This is an optimization exercise on Yosys and OpenROAD, whose aim is small area, a short achievable clock period and few clock cycles per item, not a production implementation. Only simulation tests tie the RTL to the original design; equivalence was not proved. No driver is modelled on the clock port, so clock power and skew are understated where the tree is cut down; a real chip needs a root buffer or a tree. No activity file was given, so power comes from the tool's default toggle rates.

==> flow/design.v <==
`timescale 1ns / 1ps
module add_lo (
	input [3 : 0] a,
	input [7 : 0] b,
	output [3 : 0] lo,
	output e
);
    wire [2 : 0] g;
    cbrt cbrt1(.b(b), .g(g));
    wire [5 : 0] t = {2'b00, a} + {1'b0, a, 1'b0};
    assign {e, lo} = {1'b0, t[3 : 0]} + {1'b0, g, 1'b0};
endmodule
module times3_hi (
	input [7 : 0] a,
	output [5 : 0] q
);
    wire [9 : 0] t = {2'b00, a} + {1'b0, a, 1'b0};
    assign q = t[9 : 4];
endmodule
module inc6 (
	input [5 : 0] q,
	input e,
	output [5 : 0] y
);
    assign y = q + {5'd0, e};
endmodule
`timescale 1ns / 1ps
module cbrt (
	input [7 : 0] b,
	output [2 : 0] g
);
    assign g = (b >= 8'd217) ? 3'd7 :
               (b >= 8'd216) ? 3'd6 :
               (b >= 8'd125) ? 3'd5 :
               (b >= 8'd64)  ? 3'd4 :
               (b >= 8'd27)  ? 3'd3 :
               (b >= 8'd8)   ? 3'd2 :
               (b != 8'd0)   ? 3'd1 : 3'd0;
endmodule
`timescale 1ns / 1ps
module main(
	input rst_i,
	input clk_i,
	input [7 : 0] a_in,
	input [7 : 0] b_in,
	output busy_out,
	output [15 : 0] y_out
);
    wire [3:0] lo_d;
    wire e_d;
    add_lo addl(.a(a_in[3:0]), .b(b_in), .lo(lo_d), .e(e_d));
    wire [5:0] q_d;
    times3_hi hi(.a(a_in), .q(q_d));
    reg [5:0] q;
    reg e;
    reg [3:0] lo;
    always @(posedge clk_i)
        if (rst_i) begin
            q <= q_d;
            e <= e_d;
            lo <= lo_d;
        end
    wire [5:0] y_hi;
    inc6 inc(.q(q), .e(e), .y(y_hi));
    assign busy_out = 1'b0;
    assign y_out = {6'd0, y_hi, lo};
endmodule
Settings: LEC_CHECK=0, CAP_MARGIN=20, CORE_AREA=2.5 2.5 59.5 59.5, DIE_AREA=0 0 62 62, SETUP_SLACK_MARGIN=2.9, SLEW_MARGIN=20; clock period 5.0 ns.
standard.sh (not shown) runs the stock make flow with config.mk's settings and CLKGATE_MAP_FILE= SYNTH_SCRIPT=/design/flow/synth_recipe.tcl, a recipe that flattens the netlist after the stock synthesis.
==> flow/flow/run.sh <==
#!/bin/bash
# Own flow: the standard layout (standard.sh) with these changes:
#  - synthesis is replaced by flow/netlist.v, the netlist that gen/ makes from
#    rtl/ (ORFS synthesis module by module, without full-adder extraction, with
#    the ABC scripts in gen/abc/); its registers are the standard synthesis's;
#  - the port buffers are the smallest buffer (buf_1);
#  - the one tie cell of the netlist drives all constant outputs
#    (SKIP_REPAIR_TIE_FANOUT).
# make's output goes to standard.log, each ORFS step's log to orfs/logs/.
set -euo pipefail
here=$(pwd)
bash standard.sh "SYNTH_NETLIST_FILES=$here/flow/netlist.v" \
  "BUFFER_PORTS_ARGS=-buffer_cell sky130_fd_sc_hd__buf_1" \
  SKIP_REPAIR_TIE_FANOUT=1 finish > standard.log 2>&1
Other scripts of this flow, unchanged in this note and not shown: flow/flow/netlist.v
Testbench counts at the start, summed over its fixed seeds: cycles 2,400, items 2,400.
Change:
SETUP_SLACK_MARGIN = not set   (was 2.9)
What happened:
- power decreases by a little under a tenth
- worst hold slack improves by 67 ps
- wire length decreases by a few percent
- utilization decreases by 3.7 points
- sequential share of layout area increases by 3.7 points
- non-clock buffer count decreases by 7

========
Another version of the RTL of main (not shown whole).
Size in the first run: about 87 cells after synthesis, about 10 flip-flops, roughly 35 I/O pins.
clock: 5.0 ns
lec_check: 0
cap_margin: 20
core_area: 2.5 2.5 59.5 59.5
die_area: 0 0 62 62
slew_margin: 20
==> flow/flow/run.sh <==
#!/bin/bash
# Own flow: the standard layout, but the port buffers are the smallest
# buffer (buf_1) instead of the resizer's default pick.
set -euo pipefail
bash standard.sh "BUFFER_PORTS_ARGS=-buffer_cell sky130_fd_sc_hd__buf_1" finish > standard.log 2>&1
The baseline ran to the end with no violations.
Testbench counts at the start, summed over its fixed seeds: cycles 2,400, items 2,400.
Edit:
==> flow/flow/run.sh (replaced) <==
#!/bin/bash
# Own flow: the standard layout (standard.sh) with two changes:
#  - synthesis runs flow/synth.tcl: ORFS's synthesis with the same passes and
#    register names, but without full-adder extraction and with ABC mapping by
#    flow/abc.script;
#  - the port buffers are the smallest buffer (buf_1).
# Each step's full log is in orfs/logs/; make's output is in standard.log.
set -euo pipefail
here=$(pwd)
export MY_ABC_SCRIPT=$here/flow/abc.script
bash standard.sh "SYNTH_SCRIPT=$here/flow/synth.tcl" \
  "BUFFER_PORTS_ARGS=-buffer_cell sky130_fd_sc_hd__buf_1" finish > standard.log 2>&1
==> flow/flow/abc.script (new file) <==
strash; dch; map -D 1200; topo; buffer -c; upsize -D 1200 -c; dnsize -D 1200 -c
==> flow/flow/synth.tcl (new file) <==
# ORFS synthesis as synth_recipe.tcl runs it, but with extract_fa skipped and
# abc given the script named by MY_ABC_SCRIPT.
proc synth {args} { yosys synth -nofsm -noshare {*}$args }
proc extract_fa {args} { puts "extract_fa: skipped by my_synth.tcl" }
proc abc {args} {
  set i [lsearch -exact $args -script]
  if {$i >= 0} { lset args [expr {$i + 1}] $::env(MY_ABC_SCRIPT) }
  puts "abc (my_synth.tcl): $args"
  yosys abc {*}$args
}
source $::env(SCRIPTS_DIR)/synth.tcl
# left out here: clear keep_hierarchy, flatten, clean up, hide names made inside functions, write 1_2_yosys.v
Area after synthesis climbs by 10%.
Sequential share of layout area went down by 2.4 points.
Synthesized cell count went up by 51%.
Design area rose by 8.9%.

========
Another version of the RTL of main (not shown whole).
Size in the first run: ~93 cells after synthesis, about 35 I/O pins, about 800 um2 of cells after synthesis.
Settings: LEC_CHECK=0, CAP_MARGIN=20, CORE_AREA=2.5 2.5 59.5 59.5, DIE_AREA=0 0 62 62, SLEW_MARGIN=20; clock period 5.0 ns.
==> flow/flow/run.sh <==
#!/bin/bash
# Own flow: the standard layout (standard.sh) with these changes:
#  - the port buffers are the smallest buffer (buf_1);
#  - the one tie cell of the netlist drives all constant outputs
#    (SKIP_REPAIR_TIE_FANOUT).
# make's output goes to standard.log, each ORFS step's log to orfs/logs/.
set -euo pipefail
here=$(pwd)
bash standard.sh "SYNTH_NETLIST_FILES=$here/flow/netlist.v" \
  "BUFFER_PORTS_ARGS=-buffer_cell sky130_fd_sc_hd__buf_1" \
  SKIP_REPAIR_TIE_FANOUT=1 finish > standard.log 2>&1
Other scripts of this flow, unchanged in this note and not shown: flow/flow/netlist.v
The starting point completed with no timing, DRC or antenna violations.
Testbench counts at the start, summed over its fixed seeds: cycles 2,400, items 2,400.
Then changed:
--- a/flow/flow/run.sh
+++ b/flow/flow/run.sh
@@ -5 +5,4 @@
-#    (SKIP_REPAIR_TIE_FANOUT).
+#    (SKIP_REPAIR_TIE_FANOUT);
+#  - CTS (CTS_ARGS) adds no dummy load, and after it the root clock buffer
+#    drives all flip-flops, with the leaf buffers under it removed
+#    (flow/one_clkbuf.tcl), so every register's clock arrives alike.
@@ -11 +14,2 @@
-  SKIP_REPAIR_TIE_FANOUT=1 finish > standard.log 2>&1
+  SKIP_REPAIR_TIE_FANOUT=1 "POST_CTS_TCL=$here/flow/one_clkbuf.tcl" \
+  "CTS_ARGS=-sink_clustering_enable -sink_clustering_size 50 -sink_clustering_max_diameter 500 -repair_clock_nets -dont_use_dummy_load -root_buf sky130_fd_sc_hd__clkbuf_4 -buf_list sky130_fd_sc_hd__clkbuf_4" finish > standard.log 2>&1
==> flow/flow/one_clkbuf.tcl (new file) <==
# POST_CTS_TCL: drive every flip-flop from the root clock buffer that CTS made,
# and remove the leaf buffers below it (a two-level tree for 11 sinks). All
# registers stay on one buffer, so their clock arrival stays the same.
set block [ord::get_db_block]
set root ""
set leaves {}
foreach inst [$block getInsts] {
  set m [[$inst getMaster] getName]
  if {![string match "sky130_fd_sc_hd__clkbuf_*" $m]} { continue }
  set a [$inst findITerm A]
  set anet [$a getNet]
  if {$anet ne "NULL" && [$anet getName] eq "clk_i"} { set root $inst } else { lappend leaves $inst }
}
if {$root eq ""} { error "one_clkbuf.tcl: no root clock buffer on clk_i" }
set rootnet [[$root findITerm X] getNet]
foreach leaf $leaves {
  set a [$leaf findITerm A]
  if {[$a getNet] ne $rootnet} { continue }
  set onet [[$leaf findITerm X] getNet]
  foreach it [$onet getITerms] {
    if {[$it getInst] eq $leaf} { continue }
    $it disconnect
    $it connect $rootnet
  }
  puts "one_clkbuf.tcl: removed [$leaf getName], its sinks now on [$rootnet getName]"
  $a disconnect
  odb::dbInst_destroy $leaf
  odb::dbNet_destroy $onet
}
estimate_parasitics -placement
report_checks -path_delay min_max -format end -group_path_count 3
- SETUP_SLACK_MARGIN: unset -> 2.85
Effect: Die area stays the same; non-clock buffer count came out higher by 5; fmax is higher by about 7%; hold slack improves by 0.030 ns; area after synthesis is unchanged; design area went up by about 5%; wire length rose by 7.4%; cell count rose by 1.2%; clock-buffer cell count is lower by 3; worst setup slack improves by 0.15 ns.
Then changed:
- PLACE_DENSITY: unset -> 0.9
- SETUP_SLACK_MARGIN: 2.85 -> unset
Effect: Setup slack loses 0.049 ns; area after synthesis does not change; die area does not change; critical path depth is unchanged; synthesized cell count does not change; clock-buffer cell count does not change.
Then changed:
==> flow/flow/run.sh (replaced) <==
#!/bin/bash
# Own flow: the standard layout (standard.sh) with these changes:
#  - the port buffers are the smallest buffer (buf_1);
#  - the one tie cell of the netlist drives all constant outputs
#    (SKIP_REPAIR_TIE_FANOUT).
# make's output goes to standard.log, each ORFS step's log to orfs/logs/.
set -euo pipefail
here=$(pwd)
bash standard.sh "SYNTH_NETLIST_FILES=$here/flow/netlist.v" \
  "BUFFER_PORTS_ARGS=-buffer_cell sky130_fd_sc_hd__buf_1" \
  SKIP_REPAIR_TIE_FANOUT=1 \
  "CTS_ARGS=-repair_clock_nets -dont_use_dummy_load -root_buf sky130_fd_sc_hd__clkbuf_4 -buf_list sky130_fd_sc_hd__clkbuf_4" finish > standard.log 2>&1
- PLACE_DENSITY: 0.9 -> unset
removed: flow/flow/one_clkbuf.tcl
Core utilization rose by 0.49 points.
Wire length rose by a few percent.
Via count rose by a few percent.
Sequential share of layout area fell by 0.58 points.
Cell area rose slightly.
Area after synthesis stays the same.
Clock-buffer cell count rose by 2.
Then changed:
--- a/flow/flow/run.sh
+++ b/flow/flow/run.sh
@@ -5 +5,4 @@
-#    (SKIP_REPAIR_TIE_FANOUT).
+#    (SKIP_REPAIR_TIE_FANOUT);
+#  - CTS (CTS_ARGS) adds no dummy load, and after it the root clock buffer
+#    drives all flip-flops, with the leaf buffers under it removed
+#    (flow/one_clkbuf.tcl), so every register's clock arrives alike.
@@ -11,2 +14,2 @@
-  SKIP_REPAIR_TIE_FANOUT=1 \
-  "CTS_ARGS=-repair_clock_nets -dont_use_dummy_load -root_buf sky130_fd_sc_hd__clkbuf_4 -buf_list sky130_fd_sc_hd__clkbuf_4" finish > standard.log 2>&1
+  SKIP_REPAIR_TIE_FANOUT=1 "POST_CTS_TCL=$here/flow/one_clkbuf.tcl" \
+  "CTS_ARGS=-sink_clustering_enable -sink_clustering_size 50 -sink_clustering_max_diameter 500 -repair_clock_nets -dont_use_dummy_load -root_buf sky130_fd_sc_hd__clkbuf_4 -buf_list sky130_fd_sc_hd__clkbuf_4" finish > standard.log 2>&1
==> flow/flow/one_clkbuf.tcl (new file) <==
# POST_CTS_TCL: drive every flip-flop from the root clock buffer that CTS made,
# and remove the leaf buffers below it (a two-level tree for 11 sinks). All
# registers stay on one buffer, so their clock arrival stays the same.
set block [ord::get_db_block]
set root ""
set leaves {}
foreach inst [$block getInsts] {
  set m [[$inst getMaster] getName]
  if {![string match "sky130_fd_sc_hd__clkbuf_*" $m]} { continue }
  set a [$inst findITerm A]
  set anet [$a getNet]
  if {$anet ne "NULL" && [$anet getName] eq "clk_i"} { set root $inst } else { lappend leaves $inst }
}
if {$root eq ""} { error "one_clkbuf.tcl: no root clock buffer on clk_i" }
set rootnet [[$root findITerm X] getNet]
foreach leaf $leaves {
  set a [$leaf findITerm A]
  if {[$a getNet] ne $rootnet} { continue }
  set onet [[$leaf findITerm X] getNet]
  foreach it [$onet getITerms] {
    if {[$it getInst] eq $leaf} { continue }
    $it disconnect
    $it connect $rootnet
  }
  puts "one_clkbuf.tcl: removed [$leaf getName], its sinks now on [$rootnet getName]"
  $a disconnect
  odb::dbInst_destroy $leaf
  odb::dbNet_destroy $onet
}
estimate_parasitics -placement
report_checks -path_delay min_max -format end -group_path_count 3
- SETUP_SLACK_MARGIN: unset -> 2.95
Effect:
- The new run passed the timing, design-rule and antenna checks
- final cell count went up by 1.9%
- core utilization went up by 3.4 points
- hold slack is better by 0.029 ns
- sequential power barely changes
- area after synthesis does not change
- routed wire length went up by 15%
- power went down by 0.47%
- die area does not change
- via count went up by 6.4%
Then changed:
- SETUP_SLACK_MARGIN: 2.95 -> unset
Effect: Via count drops by about 8%. Total power fell by about 9%. Hold slack gains 0.056 ns. Sequential power is about the same. Flip-flop and latch count is unchanged. Fmax goes down by about 3.3%. Worst setup slack loses 0.073 ns. Cell area falls by about 12%. Sequential share of layout area went up by 4.2 points.

========
Starting RTL as in the previous note.
==> flow/config.mk <==
export PLATFORM = sky130hd
export DESIGN_NAME = main
export DESIGN_NICKNAME = main
export VERILOG_FILES = /design/flow/design.v
export SDC_FILE = /design/flow/constraint.sdc
export NUM_CORES = 4
export LEC_CHECK = 0
export CAP_MARGIN = 20
export CORE_AREA = 2.5 2.5 59.5 59.5
export DIE_AREA = 0 0 62 62
export SLEW_MARGIN = 20
==> flow/constraint.sdc <==
create_clock -name core_clock -period 5.0 [get_ports {clk_i}]
set_input_delay 1.0000 -clock core_clock [delete_from_list [all_inputs] [get_ports {clk_i}]]
set_output_delay 1.0000 -clock core_clock [all_outputs]
set_load 0.01 [all_outputs]
==> flow/flow/run.sh <==
#!/bin/bash
# Own flow: the standard layout (standard.sh) with these changes:
#  - the port buffers are the smallest buffer (buf_1);
#  - the one tie cell of the netlist drives all constant outputs
#    (SKIP_REPAIR_TIE_FANOUT);
#  - CTS (CTS_ARGS) adds no dummy load.
# make's output goes to standard.log, each ORFS step's log to orfs/logs/.
set -euo pipefail
here=$(pwd)
bash standard.sh "SYNTH_NETLIST_FILES=$here/flow/netlist.v" \
  "BUFFER_PORTS_ARGS=-buffer_cell sky130_fd_sc_hd__buf_1" \
  SKIP_REPAIR_TIE_FANOUT=1 \
  "CTS_ARGS=-sink_clustering_enable -sink_clustering_size 50 -sink_clustering_max_diameter 500 -repair_clock_nets -dont_use_dummy_load -root_buf sky130_fd_sc_hd__clkbuf_4 -buf_list sky130_fd_sc_hd__clkbuf_4" finish > standard.log 2>&1
Other scripts of this flow, unchanged in this note and not shown: flow/flow/netlist.v
The baseline completed with no timing, DRC or antenna violations.
Testbench counts at the start, summed over its fixed seeds: cycles 2,400, items 2,400.
Next try:
==> flow/flow/run.sh (replaced) <==
#!/bin/bash
# Own flow: the standard layout (standard.sh) with these changes:
#  - the port buffers are the smallest buffer (buf_1);
#  - the one tie cell of the netlist drives all constant outputs
#    (SKIP_REPAIR_TIE_FANOUT);
#  - CTS (CTS_ARGS) adds no dummy load, and after it the root clock buffer
#    drives all flip-flops, with the leaf buffers under it removed
#    (flow/one_clkbuf.tcl), so every register's clock arrives alike.
# make's output goes to standard.log, each ORFS step's log to orfs/logs/.
set -euo pipefail
here=$(pwd)
bash standard.sh "SYNTH_NETLIST_FILES=$here/flow/netlist.v" \
  "BUFFER_PORTS_ARGS=-buffer_cell sky130_fd_sc_hd__buf_1" \
  SKIP_REPAIR_TIE_FANOUT=1 "POST_CTS_TCL=$here/flow/one_clkbuf.tcl" \
  "CTS_ARGS=-sink_clustering_enable -sink_clustering_size 50 -sink_clustering_max_diameter 500 -repair_clock_nets -dont_use_dummy_load -root_buf sky130_fd_sc_hd__clkbuf_4 -buf_list sky130_fd_sc_hd__clkbuf_4" finish > standard.log 2>&1
==> flow/flow/one_clkbuf.tcl (new file) <==
# POST_CTS_TCL: drive every flip-flop from the root clock buffer that CTS made,
# and remove the leaf buffers below it (a two-level tree for 11 sinks). All
# registers stay on one buffer, so their clock arrival stays the same.
set block [ord::get_db_block]
set root ""
set leaves {}
foreach inst [$block getInsts] {
  set m [[$inst getMaster] getName]
  if {![string match "sky130_fd_sc_hd__clkbuf_*" $m]} { continue }
  set a [$inst findITerm A]
  set anet [$a getNet]
  if {$anet ne "NULL" && [$anet getName] eq "clk_i"} { set root $inst } else { lappend leaves $inst }
}
if {$root eq ""} { error "one_clkbuf.tcl: no root clock buffer on clk_i" }
set rootnet [[$root findITerm X] getNet]
foreach leaf $leaves {
  set a [$leaf findITerm A]
  if {[$a getNet] ne $rootnet} { continue }
  set onet [[$leaf findITerm X] getNet]
  foreach it [$onet getITerms] {
    if {[$it getInst] eq $leaf} { continue }
    $it disconnect
    $it connect $rootnet
  }
  puts "one_clkbuf.tcl: removed [$leaf getName], its sinks now on [$rootnet getName]"
  $a disconnect
  odb::dbInst_destroy $leaf
  odb::dbNet_destroy $onet
}
estimate_parasitics -placement
report_checks -path_delay min_max -format end -group_path_count 3
Effect: Cell count fell by 1.3%; setup slack gets better by 16 ps; die area is unchanged; synthesized cell count does not change.
Next try:
--- a/flow/flow/run.sh
+++ b/flow/flow/run.sh
@@ -1,5 +1,6 @@
 #!/bin/bash
 # Own flow: the standard layout (standard.sh) with these changes:
-#  - the port buffers are the smallest buffer (buf_1);
+#  - the port buffers are the smallest buffer (buf_1), except that an input
+#    buffer with 4 or more loads becomes a buf_2 (flow/upsize_inbuf.tcl);
 #  - the one tie cell of the netlist drives all constant outputs
 #    (SKIP_REPAIR_TIE_FANOUT);
@@ -13,3 +14,4 @@
   "BUFFER_PORTS_ARGS=-buffer_cell sky130_fd_sc_hd__buf_1" \
   SKIP_REPAIR_TIE_FANOUT=1 "POST_CTS_TCL=$here/flow/one_clkbuf.tcl" \
+  "POST_GLOBAL_PLACE_TCL=$here/flow/upsize_inbuf.tcl" \
   "CTS_ARGS=-sink_clustering_enable -sink_clustering_size 50 -sink_clustering_max_diameter 500 -repair_clock_nets -dont_use_dummy_load -root_buf sky130_fd_sc_hd__clkbuf_4 -buf_list sky130_fd_sc_hd__clkbuf_4" finish > standard.log 2>&1
==> flow/flow/upsize_inbuf.tcl (new file) <==
# POST_GLOBAL_PLACE_TCL: an input port's buf_1 that drives 4 or more pins
# becomes a buf_2.
set block [ord::get_db_block]
foreach inst [$block getInsts] {
  if {[[$inst getMaster] getName] ne "sky130_fd_sc_hd__buf_1"} { continue }
  set n [[$inst findITerm A] getNet]
  if {$n eq "NULL" || [llength [$n getBTerms]] == 0} { continue }
  set x [[$inst findITerm X] getNet]
  if {$x eq "NULL"} { continue }
  set loads [expr {[llength [$x getITerms]] - 1}]
  if {$loads >= 4} {
    puts "upsize_inbuf.tcl: [$inst getName] ([$n getName], $loads loads) -> buf_2"
    replace_cell [$inst getName] sky130_fd_sc_hd__buf_2
  }
}
=> Global-route usage is about the same; critical path depth is unchanged; clock-buffer cell count does not change; combinational power is higher by about 1%; sequential power is about the same; synthesized cell count stays the same; via count is higher by 0.50%; cell count stays the same; wire length goes up by 0.52%; first-iteration DRC count fell by 3.7%.

-- static timing again, ports no longer ideal --
How much do the figures lean on ideal ports? The routed layouts below were timed once more, with nothing changed but the port constraints. Step 1, drivers: a clkbuf_16 drives clk_i and a buf_2 each remaining input, both assumed. Step 2 also shifts input and output timing later by t, the mid clock arrival at the registers, as if the neighbouring blocks saw the same clock. a / b / c = no drivers / after step 1 / after step 2; a / b = the first two.
| run | t, ns | setup WS [ns] | hold WS [ns] | slew at the worst register clock pin (ns) | worst slew at a driven data input, ns |
|---|---|---|---|---|---|
| the first run of note 1 | 0.277 | 2.782 / 2.765 / 2.686 | 0.980 / 0.996 / 1.272 | 0.06 / 0.06 | 0.04 |
| the second run of note 1 | 0.281 | 2.681 / 2.672 / 2.391 | 1.047 / 1.052 / 1.333 | 0.06 / 0.06 | 0.03 |
| the first run of note 2 | 0.270 | 1.659 / 1.653 / 1.383 | 0.950 / 0.958 / 1.227 | 0.05 / 0.05 | 0.04 |
| the second run of note 2 | 0.271 | 2.464 / 2.458 / 2.187 | 1.017 / 1.032 / 1.303 | 0.06 / 0.06 | 0.03 |
| the first run of note 3 | 0.269 | 2.732 / 2.714 / 2.626 | 1.052 / 1.063 / 1.332 | 0.06 / 0.06 | 0.03 |
| the second run of note 3 | 0.174 | 2.883 / 2.864 / 2.735 | 1.082 / 1.096 / 1.271 | 0.09 / 0.09 | 0.04 |
| the third run of note 3 | 0.173 | 2.835 / 2.819 / 2.681 | 1.144 / 1.156 / 1.329 | 0.10 / 0.10 | 0.03 |
| the fourth run of note 3 | 0.266 | 2.741 / 2.723 / 2.622 | 1.060 / 1.071 / 1.337 | 0.06 / 0.06 | 0.03 |
| the fifth run of note 3 | 0.185 | 2.877 / 2.857 / 2.794 | 1.089 / 1.091 / 1.276 | 0.11 / 0.11 | 0.04 |
| the sixth run of note 3 | 0.174 | 2.804 / 2.799 / 2.628 | 1.145 / 1.154 / 1.329 | 0.09 / 0.09 | 0.03 |
| the first run of note 4 | 0.278 | 2.797 / 2.780 / 2.634 | 1.052 / 1.054 / 1.332 | 0.06 / 0.06 | 0.03 |
| the second run of note 4 | 0.170 | 2.813 / 2.808 / 2.639 | 1.154 / 1.157 / 1.326 | 0.09 / 0.09 | 0.03 |
| the third run of note 4 | 0.170 | 2.832 / 2.824 / 2.654 | 1.076 / 1.081 / 1.251 | 0.09 / 0.09 | 0.03 |
After both steps setup and hold are still met in every run listed. For the second run of note 1, which loses most, drivers alone change the setup slack by -0.009 ns; drivers and shift together by -0.290 ns.
